This design comes from an exercise in tuning for small area on the open sky130 flow, not from production work. Function was checked by simulation only, so behaviour that the tests miss may differ from the original. No activity file was given, so power comes from the tool's default toggle rates.

`flow/design.v`:
```
package noc;
  parameter int unsigned PortQueueDepth = 4;
  parameter int unsigned xMax = 16;
  parameter int unsigned yMax = 16;
  parameter int unsigned messageTypeWidth = 5;
  parameter bit [4:0] AllPorts               = 5'b11111;
  parameter bit [4:0] TopLeftRouterPorts     = 5'b11010;
  parameter bit [4:0] TopRightRouterPorts    = 5'b10110;
  parameter bit [4:0] BottomLeftRouterPorts  = 5'b11001;
  parameter bit [4:0] BottomRightRouterPorts = 5'b10101;
  typedef enum logic [2:0] {
    kNorthPort = 3'd0,
    kSouthPort = 3'd1,
    kWestPort  = 3'd2,
    kEastPort  = 3'd3,
    kLocalPort = 3'd4
  } noc_port_t;
  typedef struct packed {
    logic        go_local;
    logic        go_east;
    logic        go_west;
    logic        go_south;
    logic        go_north;
  } direction_t;
  parameter direction_t goNorth = 5'b00001;
  parameter direction_t goSouth = 5'b00010;
  parameter direction_t goWest = 5'b00100;
  parameter direction_t goEast = 5'b01000;
  parameter direction_t goLocal = 5'b10000;
  parameter int unsigned xWidth = $clog2(xMax);
  parameter int unsigned yWidth = $clog2(xMax);
  typedef struct packed {
    logic [yWidth-1:0] y;
    logic [xWidth-1:0] x;
  } xy_t;
  typedef enum logic {
    kFlowControlAckNack = 1'b0,
    kFlowControlCreditBased = 1'b1
  } noc_flow_control_t;
  parameter int unsigned CreditsWidth = $clog2(PortQueueDepth + 1);
  typedef logic [4:0][CreditsWidth-1:0] credits_t;
  typedef logic [messageTypeWidth-1:0] message_t;
  typedef struct packed {
    logic head;
    logic tail;
  } preamble_t;
endpackage
module router_fifo
  #(
    parameter int unsigned Width = 34
    )
  (
   input  logic clk,
   input  logic rst,
   input  logic rdreq,
   input  logic wrreq,
   input  logic [Width-1:0] data_in,
   output logic empty,
   output logic full,
   output logic [Width-1:0] data_out
   );
  logic [3:0][Width-1:0] mem;
  logic [1:0] rd_ptr, wr_ptr, rd_ptr_next, wr_ptr_next;
  logic valid_read, valid_write;
  assign valid_read = rdreq & ~empty;
  assign valid_write = empty ? wrreq & ~rdreq : wrreq & ~full;
  assign rd_ptr_next = {rd_ptr[0], ~rd_ptr[1]};
  assign wr_ptr_next = {wr_ptr[0], ~wr_ptr[1]};
  always_ff @(posedge clk) begin
    if (rst) begin
      rd_ptr <= '0;
      wr_ptr <= '0;
      empty <= 1'b1;
      full <= 1'b0;
    end else begin
      if (valid_read) rd_ptr <= rd_ptr_next;
      if (valid_write) wr_ptr <= wr_ptr_next;
      if (valid_write & ~valid_read) begin
        empty <= 1'b0;
        full <= wr_ptr_next == rd_ptr;
      end else if (~valid_write & valid_read) begin
        empty <= rd_ptr_next == wr_ptr;
        full <= 1'b0;
      end
    end
  end
  for (genvar g_i = 0; g_i < 4; g_i++) begin : gen_mem
    always_ff @(posedge clk) begin
      if (wr_ptr == g_i && !full) mem[g_i] <= data_in;
    end
  end
  logic [3:0] rd_sel;
  always_comb begin
    data_out = {Width{empty}} & data_in;
    for (int k = 0; k < 4; k++) begin
      rd_sel[k] = ~empty & (rd_ptr == k);
      data_out = data_out | ({Width{rd_sel[k]}} & mem[k]);
    end
  end
endmodule
module lookahead_routing
  #(
    parameter int unsigned Dir = 0   
    )
  (
   input  logic [7:0] position,      
   input  logic [7:0] destination,   
   output logic [4:0] next_routing   
   );
  logic [3:0] px, py, dx, dy;
  assign {py, px} = position;
  assign {dy, dx} = destination;
  logic [4:0] y_route;
  assign y_route = dy > py ? noc::goSouth : dy < py ? noc::goNorth : noc::goLocal;
  if (Dir == 0) begin : gen_north
    assign next_routing = dy == py - 4'd1 ? noc::goLocal : noc::goNorth;
  end else if (Dir == 1) begin : gen_south
    assign next_routing = dy == py + 4'd1 ? noc::goLocal : noc::goSouth;
  end else if (Dir == 2) begin : gen_west
    assign next_routing = dx == px - 4'd1 ? y_route : noc::goWest;
  end else begin : gen_east
    assign next_routing = dx == px + 4'd1 ? y_route : noc::goEast;
  end
endmodule
module router_arbiter
  #(
    parameter bit [4:0] Allowed = 5'b11110
    )
  (
   input  logic clk,
   input  logic rst,
   input  logic [4:0] request,
   input  logic update,
   output logic [4:0] grant,
   output logic [4:0] last
   );
  logic [4:0][4:0] beats;   
  logic [24:0] pri_w;       
  for (genvar a = 0; a < 5; a++) begin : gen_a
    for (genvar b = 0; b < 5; b++) begin : gen_b
      if (a < b && Allowed[a] && Allowed[b]) begin : gen_pair
        logic pri;
        always_ff @(posedge clk) begin
          if (rst) begin
            pri <= 1'b1;
          end else if (update & grant[a]) begin
            pri <= 1'b0;
          end else if (update & grant[b]) begin
            pri <= 1'b1;
          end
        end
        assign pri_w[5*a+b] = pri;
        assign beats[a][b] = pri;
      end else if (a > b && Allowed[a] && Allowed[b]) begin : gen_pair_t
        assign pri_w[5*a+b] = 1'b0;
        assign beats[a][b] = ~pri_w[5*b+a];
      end else begin : gen_none
        assign pri_w[5*a+b] = 1'b0;
        assign beats[a][b] = 1'b0;
      end
    end
  end
  for (genvar b = 0; b < 5; b++) begin : gen_grant
    logic [4:0] blocked;
    for (genvar a = 0; a < 5; a++) begin : gen_block
      assign blocked[a] = request[a] & beats[a][b];
    end
    assign grant[b] = Allowed[b] & request[b] & ~|blocked;
  end
  for (genvar b = 0; b < 5; b++) begin : gen_last
    logic [4:0] above;
    for (genvar a = 0; a < 5; a++) begin : gen_above
      assign above[a] = ~Allowed[a] | (a == b) | beats[a][b];
    end
    assign last[b] = Allowed[b] & &above;
  end
endmodule
module lookahead_router
  #(
    parameter bit FlowControl = 1'b0,   
    parameter int unsigned DataWidth = 32,
    parameter int unsigned PortWidth = DataWidth + 2,
    parameter bit [4:0] Ports = 5'b11111
    )
  (
   input  logic clk,
   input  logic rst,
   input  logic [7:0] position,
   input  logic [PortWidth-1:0] data_n_in,
   input  logic [PortWidth-1:0] data_s_in,
   input  logic [PortWidth-1:0] data_w_in,
   input  logic [PortWidth-1:0] data_e_in,
   input  logic [PortWidth-1:0] data_p_in,
   input  logic [4:0] data_void_in,
   output logic [4:0] stop_out,
   output logic [PortWidth-1:0] data_n_out,
   output logic [PortWidth-1:0] data_s_out,
   output logic [PortWidth-1:0] data_w_out,
   output logic [PortWidth-1:0] data_e_out,
   output logic [PortWidth-1:0] data_p_out,
   output logic [4:0] data_void_out,
   input  logic [4:0] stop_in
   );
  localparam int unsigned HeadBit = PortWidth - 1;
  localparam int unsigned TailBit = PortWidth - 2;
  localparam int unsigned DstLsb = 16;
  localparam bit [24:0] Allowed = {5'b01111,    
                                       5'b10100,    
                                       5'b11000,    
                                       5'b11101,    
                                       5'b11110};   
  logic [4:0][PortWidth-1:0] data_in;
  logic [4:0][PortWidth-1:0] fifo_head;
  logic [4:0][PortWidth-1:0] last_flit;
  logic [4:0][PortWidth-1:0] data_out;
  logic [4:0] empty, full, in_valid, in_valid_head, rd_fifo;
  logic [4:0][4:0] request;    
  logic [4:0][4:0] grant;      
  logic [4:0][4:0] select;     
  logic [4:0][4:0] saved_select;
  logic [4:0] state;           
  assign data_in[0] = data_n_in;
  assign data_in[1] = data_s_in;
  assign data_in[2] = data_w_in;
  assign data_in[3] = data_e_in;
  assign data_in[4] = data_p_in;
  assign data_n_out = data_out[0];
  assign data_s_out = data_out[1];
  assign data_w_out = data_out[2];
  assign data_e_out = data_out[3];
  assign data_p_out = data_out[4];
  for (genvar g_i = 0; g_i < 5; g_i++) begin : gen_input
    always_comb begin
      rd_fifo[g_i] = 1'b0;
      for (int o = 0; o < 5; o++) rd_fifo[g_i] = rd_fifo[g_i] | (select[o][g_i] & ~stop_in[o]);
    end
    router_fifo #(.Width(PortWidth)) input_queue (
      .clk(clk),
      .rst(rst),
      .rdreq(rd_fifo[g_i]),
      .wrreq(~data_void_in[g_i]),
      .data_in(data_in[g_i]),
      .empty(empty[g_i]),
      .full(full[g_i]),
      .data_out(fifo_head[g_i])
    );
    assign in_valid[g_i] = ~(empty[g_i] & data_void_in[g_i]);
    assign in_valid_head[g_i] = in_valid[g_i] & fifo_head[g_i][HeadBit];
    assign stop_out[g_i] = full[g_i];
  end
  for (genvar g_o = 0; g_o < 5; g_o++) begin : gen_output
    logic [PortWidth-1:0] crossbar;
    logic out_valid, forwarding;
    for (genvar g_i = 0; g_i < 5; g_i++) begin : gen_request
      assign request[g_o][g_i] = Allowed[5*g_o+g_i] & in_valid_head[g_i] & fifo_head[g_i][g_o];
    end
    router_arbiter #(.Allowed(Allowed[5*g_o +: 5])) arbiter_i (
      .clk(clk),
      .rst(rst),
      .request(request[g_o]),
      .update(forwarding & crossbar[HeadBit]),
      .grant(grant[g_o]),
      .last(saved_select[g_o])
    );
    assign select[g_o] = (state[g_o] ? saved_select[g_o] : grant[g_o]) & Allowed[5*g_o +: 5];
    always_comb begin
      crossbar = '0;
      out_valid = 1'b0;
      for (int i = 0; i < 5; i++) begin
        if (Allowed[5*g_o+i]) begin
          crossbar = crossbar | ({PortWidth{select[g_o][i]}} & fifo_head[i]);
          out_valid = out_valid | (select[g_o][i] & in_valid[i]);
        end
      end
    end
    assign forwarding = ~stop_in[g_o] & out_valid;
    always_ff @(posedge clk) begin
      if (rst) begin
        state[g_o] <= 1'b0;
      end else if (forwarding & crossbar[TailBit]) begin
        state[g_o] <= 1'b0;
      end else if (forwarding & crossbar[HeadBit]) begin
        state[g_o] <= 1'b1;
      end
    end
    always_ff @(posedge clk) begin
      if (~stop_in[g_o]) last_flit[g_o] <= crossbar;
    end
    if (g_o < 4) begin : gen_lookahead
      logic [4:0] next_routing;
      lookahead_routing #(.Dir(g_o)) lookahead_routing_i (
        .position(position),
        .destination(last_flit[g_o][DstLsb+7:DstLsb]),
        .next_routing(next_routing)
      );
      assign data_out[g_o] = {last_flit[g_o][PortWidth-1:5],
                              last_flit[g_o][HeadBit] ? next_routing : last_flit[g_o][4:0]};
    end else begin : gen_local
      assign data_out[g_o] = last_flit[g_o];
    end
    always_ff @(posedge clk) begin
      if (rst) begin
        data_void_out[g_o] <= 1'b1;
      end else if (~stop_in[g_o]) begin
        data_void_out[g_o] <= ~out_valid;
      end
    end
  end
endmodule
```
`flow/flow/run.sh`:
```
#!/bin/bash
# Layout flow: the standard ORFS flow (standard.sh) with these changes:
#  - synthesis is the standard one (synth_recipe.tcl, same passes, same registers), except that the
#    final ABC technology mapping uses an area-oriented script (flow/area.abc);
#  - ports are buffered with the smallest buffer (sky130_fd_sc_hd__buf_1);
#  - clock tree synthesis adds no dummy loads (CTS_ARGS repeats ORFS's arguments and
#    config.mk's cluster settings, plus -dont_use_dummy_load).
# Each tool's full output goes to the ORFS logs under orfs/logs/; make's output to flow_make.log.
set -euo pipefail
here=$(pwd)
export MY_ABC_SCRIPT="$here/flow/area.abc"
export BUFFER_PORTS_ARGS="-buffer_cell sky130_fd_sc_hd__buf_1"
export CTS_ARGS="-sink_clustering_enable -repair_clock_nets -sink_clustering_size 28 -sink_clustering_max_diameter 100 -dont_use_dummy_load"
# Synthesis script: the standard flow's, with abc's -script argument pointing at flow/area.abc
{
  echo 'proc abc {args} {'
  echo '  set i [lsearch $args -script]'
  echo '  if { $i >= 0 } { lset args [expr {$i + 1}] $::env(MY_ABC_SCRIPT) }'
  echo '  yosys abc {*}$args'
  echo '}'
  cat synth_recipe.tcl
} > "$here/area_synth.tcl"
sed "s#SYNTH_SCRIPT=[^ ]*#SYNTH_SCRIPT=$here/area_synth.tcl#" standard.sh > "$here/area_standard.sh"
grep -q "SYNTH_SCRIPT=$here/area_synth.tcl" "$here/area_standard.sh"
bash "$here/area_standard.sh" finish > flow_make.log 2>&1
```
`flow/flow/area.abc`:
```
strash
&get -n
&st
&dch
&nf -a -p -F 6 -A 6
&put
strash
&get -n
&st
&dch -f
&nf -a -p -F 6 -A 6
&put
strash
&get -n
&st
&dch
&nf -a -p -F 10 -A 10 -C 24
&put
topo
```
`flow/standard.sh`:
```
#!/bin/bash
# synth_recipe.tcl (not shown) runs the flow's synth.tcl, then flattens the netlist and writes it again
# the make line also repeats each setting of config.mk as NAME=value (left out here)
make -C /OpenROAD-flow-scripts/flow DESIGN_CONFIG=/design/flow/config.mk WORK_HOME=/design/flow/orfs CLKGATE_MAP_FILE= SYNTH_SCRIPT=/design/flow/synth_recipe.tcl "${@:-finish}"
```
`flow/config.mk`:
```
export PLATFORM = sky130hd
export DESIGN_NAME = lookahead_router
export DESIGN_NICKNAME = lookahead_router
export VERILOG_FILES = /design/flow/design.v
export SDC_FILE = /design/flow/constraint.sdc
export NUM_CORES = 4
export LEC_CHECK = 0
export CAP_MARGIN = 10
export CORE_MARGIN = 2
export CORE_UTILIZATION = 55
export CTS_CLUSTER_DIAMETER = 100
export CTS_CLUSTER_SIZE = 28
export PLACE_DENSITY = 0.7
export SETUP_SLACK_MARGIN = 0.0
export SLEW_MARGIN = 10
```
`flow/constraint.sdc`:
```
create_clock -name core_clock -period 5.5 [get_ports {clk}]
set_input_delay 1.1000 -clock core_clock [delete_from_list [all_inputs] [get_ports {clk}]]
set_output_delay 1.1000 -clock core_clock [all_outputs]
set_load 0.01 [all_outputs]
```
==> reports/qor.yml <==
clocking:
  cts_tree: "done"
  cts_resized: 0
  post-cts-setup-buffer-count: 0
  cts_inserted_buffers: 38
  clockRootBuffer: "clkbuf_16"
  cts.sink_count: 910
  clk_latency_ps: 620
  cts_max_path_buffers: 3
  htreeDepth: 2
  cts-hold-fix-buffers: 0
  clk_pin_slew_ps: 110
worst_setup_path:
  crit_fanout: 26
  cp-start-kind: "register"
  crit_required_ps: 5920
  critPathMaxStageDelay_ps: 730
  cpMaxStageDelayCell: "dfxtp_1"
  crit_family: "buffers and inverters"
  path_buf_inv: 5
  critical_path_class: "register to register"
  cp-end-kind: "register"
  crit_chain: "buf_4 > nor3_4 > buf_4 > a222oi_1 > nand2_1 > and3_1 > o41ai_4 > buf_4 > clkinv_1 > buf_4 > o21ai_0"
  crit_path_frequent_cell: "buf_4"
  crit_arrival_ps: 5280
synthesis:
  synthArstFlopShare_pct: 0
  synthTopCellsByCount: "850 x edfxtp_1, 260 x nand2_1, 240 x a222oi_1"
  synthTopCellsByArea: "edfxtp_1 69%, a222oi_1 6.5%, dfxtp_1 3.3%, buf_4 3.1%, nand2_1 2.6%"
  synth_edf_count: 850
  synth-seq-cells: 910
  synth_nets: 2669
  yosysWarnings: 7
  synth_top_area_share_pct: 69.1
  synth_top_area_cell: "edfxtp_1"
  syn_area_mm2: 0.0370
  avgSynthCellArea_um2: 15.0
  ys_types: 65
  ys_seq_area_share_pct: 72.3
  syn_inst: 2462
  yosysMostFrequentCell: "edfxtp_1"
  synth_ff_type: "edfxtp_1"
layout:
  final_layout_size_suffix_gt1_share_pct: 6.25
  fillCellCount: 5132
  seqCellArea_mm2: 0.0267
  layout.nets: 3009
  areaGrowthSynthToFinish_pct: 9.00
  multi_input_area_mm2: 0.00906
  final_util_pct: 60.3
sta:
  clock_skew_ps: 51.1
  clock.fmax_mhz: 206
  hold_viol: 0
  setup_tns_ps: 0
  finalCritPeriodShare_pct: 88.3
  worstMarginPinSlew_ps: 1180
  setup_viol: 0
  finalWorstSetupSlack_ps: 641
  finalMaxSlewViolations: 0
  rsz0062_at_grt: "false"
  min_period_ps: 4860
  slew_headroom_pct: 21.4
power:
  vdd_drop_max_mv: 0.219
  p_per_area_mw_per_mm2: 425
  power_mw: 17.1
  p_leak_nw: 13.0
routing:
  post-route-drc-count: 0
  drt-wirelength-per-cell_um: 32.4
  drt_pass1_iterations: 14
  detail-route-antenna-nets: 0
  num_vias: 25800
  vias_per_cell: 7.00
  drt_iter0_drc: 4959
  wl_mm: 119
die:
  core_area_mm2: 0.0668
  rows: 95
  design.die.area_mm2: 0.0693
  initial_core_util_pct: 55.3
  dieWidth_um: 263
  ios: 370
  dieHeight_um: 263
place:
  dp_hpwl_mm: 82.4
  routabilityCongestion: 1.03
  place_ws_ps: 656
  port-buffer-count: 369
global_route:
  antenna_found_initial: 19
  grt.total_usage_pct: 33.7
  grt_max_degree: 44
  grt_pass1_vias: 24200
  globalRouteOverflowTotal: 0
  grt_pass1_wl_mm: 169
flow_run:
  drv_cap: 0
run_status:
  outcome: "finished clean"
worst_hold_path:
  hold_class: "register to register"
-- cells in the final DEF, fill, tap and decap left out, drive strengths merged, types with 5 or more instances in the layout --
| cell type | netlist | final |
|---|---|---|
| edfxtp | 850 | 850 |
| buf | 155 | 454 |
| nand2 | 260 | 260 |
| a222oi | 240 | 240 |
| a22oi | 129 | 129 |
| o21ai | 106 | 106 |
| clkinv | 105 | 100 |
| o22ai | 88 | 88 |
| a21oi | 63 | 63 |
| dfxtp | 60 | 60 |
| and3 | 54 | 54 |
| clkbuf | 0 | 39 |
| nor2 | 37 | 37 |
| nor3 | 28 | 28 |
| nand3 | 25 | 25 |
| xnor2 | 20 | 20 |
| ha | 17 | 17 |
| nor3b | 17 | 17 |
| o221ai | 16 | 16 |
| nor2b | 16 | 16 |
| a211oi | 14 | 14 |
| and2 | 13 | 13 |
| diode | 0 | 12 |
| a211o | 11 | 11 |
| xor2 | 10 | 10 |
| o41ai | 10 | 10 |
| or3 | 9 | 9 |
| o31ai | 7 | 7 |
| a31oi | 6 | 6 |
| inv | 0 | 5 |
| and3b | 5 | 5 |
| nand4 | 5 | 5 |
| nand2b | 5 | 5 |
| a221oi | 5 | 5 |
| o311a | 5 | 5 |
-- per-layer routing --
layer  vias up  wire [um]  track usage [%]  part of all wire, %
li1      10800          -                -                    -
met1     12700      43200             46.2                   36
met2      1993      53900             50.8                   45
met3       295      15600             8.59                   13
met4        12       6730             16.0                  5.6
met5         -         69                0                0.058
-- report_power, final --
| group | internal [mW] | switching, mW |
|---|---|---|
| Clock | 1.25 | 1.96 |
| Sequential | 8.80 | 0.525 |
| Combinational | 1.22 | 3.37 |
-- worst reg2reg max path, cell delays in order (launching register included) --
cell and delay (ps):
dfxtp_1 730, buf_4 430, nor3_4 140, buf_4 270, a222oi_1 280, nand2_1 310, and3_1 330, o41ai_4 620
buf_4 430, clkinv_1 550, buf_4 380, o21ai_0 210
-- cell families (layout without fill, tap and decap cells) --
| logic type | count (synthesis) | in the layout | share of synthesized area, % |
|---|---|---|---|
| flip-flops | 910 | 910 | 72.3 |
| AO/OA/AOI/OAI | 751 | 751 | 15.8 |
| AND/OR/NAND/NOR | 491 | 491 | 6.30 |
| buffers and inverters | 260 | 598 | 4.22 |
| XOR/XNOR | 30 | 30 | 0.711 |
| adder cells (fa/ha/maj) | 17 | 17 | 0.576 |
| multiplexers | 3 | 3 | 0.0813 |
| other | 0 | 12 | 0 |
-- registers in the layout, indices dropped and copies added (netlist names) --
signal                                         count
gen_input.input_queue.wr_ptr                      10
gen_input.input_queue.empty                        5
gen_input.input_queue.mem                        680
gen_input.input_queue.full                         5
last_flit                                        170
state                                              5
gen_output.arbiter_i.gen_a.gen_b.gen_pair.pri     20
gen_input.input_queue.rd_ptr                      10
data_void_out                                      5
-- cell type report --
class | instances | area share, %
inverter | 105 | 0.978
sequential | 910 | 66.3
tap | 873 | 2.71
clock buffer | 38 | 2.36
antenna | 12 | 0.0745
timing repair buffer | 455 | 5.04
multi-input combinational | 1292 | 22.5
-- worst paths after layout --
check,from,endpoint,slack [ps],cells after the start
max,gen_input[1].input_queue.empty$_SDFFE_PP1P_,last_flit[141]$_DFFE_PN_,640,11
min,data_void_out[4]$_SDFFE_PP1N_,data_void_out[4]$_SDFFE_PP1N_,530,2
max reg2reg,gen_input[1].input_queue.empty$_SDFFE_PP1P_,last_flit[141]$_DFFE_PN_,640,11
min reg2reg,data_void_out[4]$_SDFFE_PP1N_,data_void_out[4]$_SDFFE_PP1N_,530,2
-- metrics by stage --
stage / cells / hold slack [ps] / cell area (um2)
after floorplan: 2462 / 460 / 37100
after global placement: 3635 / 518 / 39300
after detailed placement: 3635 / 515 / 39300
after CTS: 3673 / 531 / 40300
after global routing: 3684 / 544 / 40300
final: 3685 / 530 / 40300

==> re-timing with driven ports <==
The results above use ideal ports. As a check the final layout listed here was re-extracted and re-timed, cells and wires unchanged.
Step 1, drivers: a clkbuf_16 drives clk and a buf_2 each remaining input, both assumed.
Step 2 moves the port delays by t, midway between the first and last clock arrival at a register: inputs arrive t later, outputs are due t later. That takes back most of the time a late clock gives input paths.
Three values: no drivers, after step 1, after step 2; two values: the first two.
t, ns: 0.659
setup slack, ns: 0.641 / 0.641 / 0.533
hold slack, ns: 0.530 / 0.530 / 0.530
cell pins on the clock port's net: 1
After both steps setup and hold are still met in this run. The setup slack of this run moves by 0.000 ns with the drivers and by -0.108 ns with both steps.
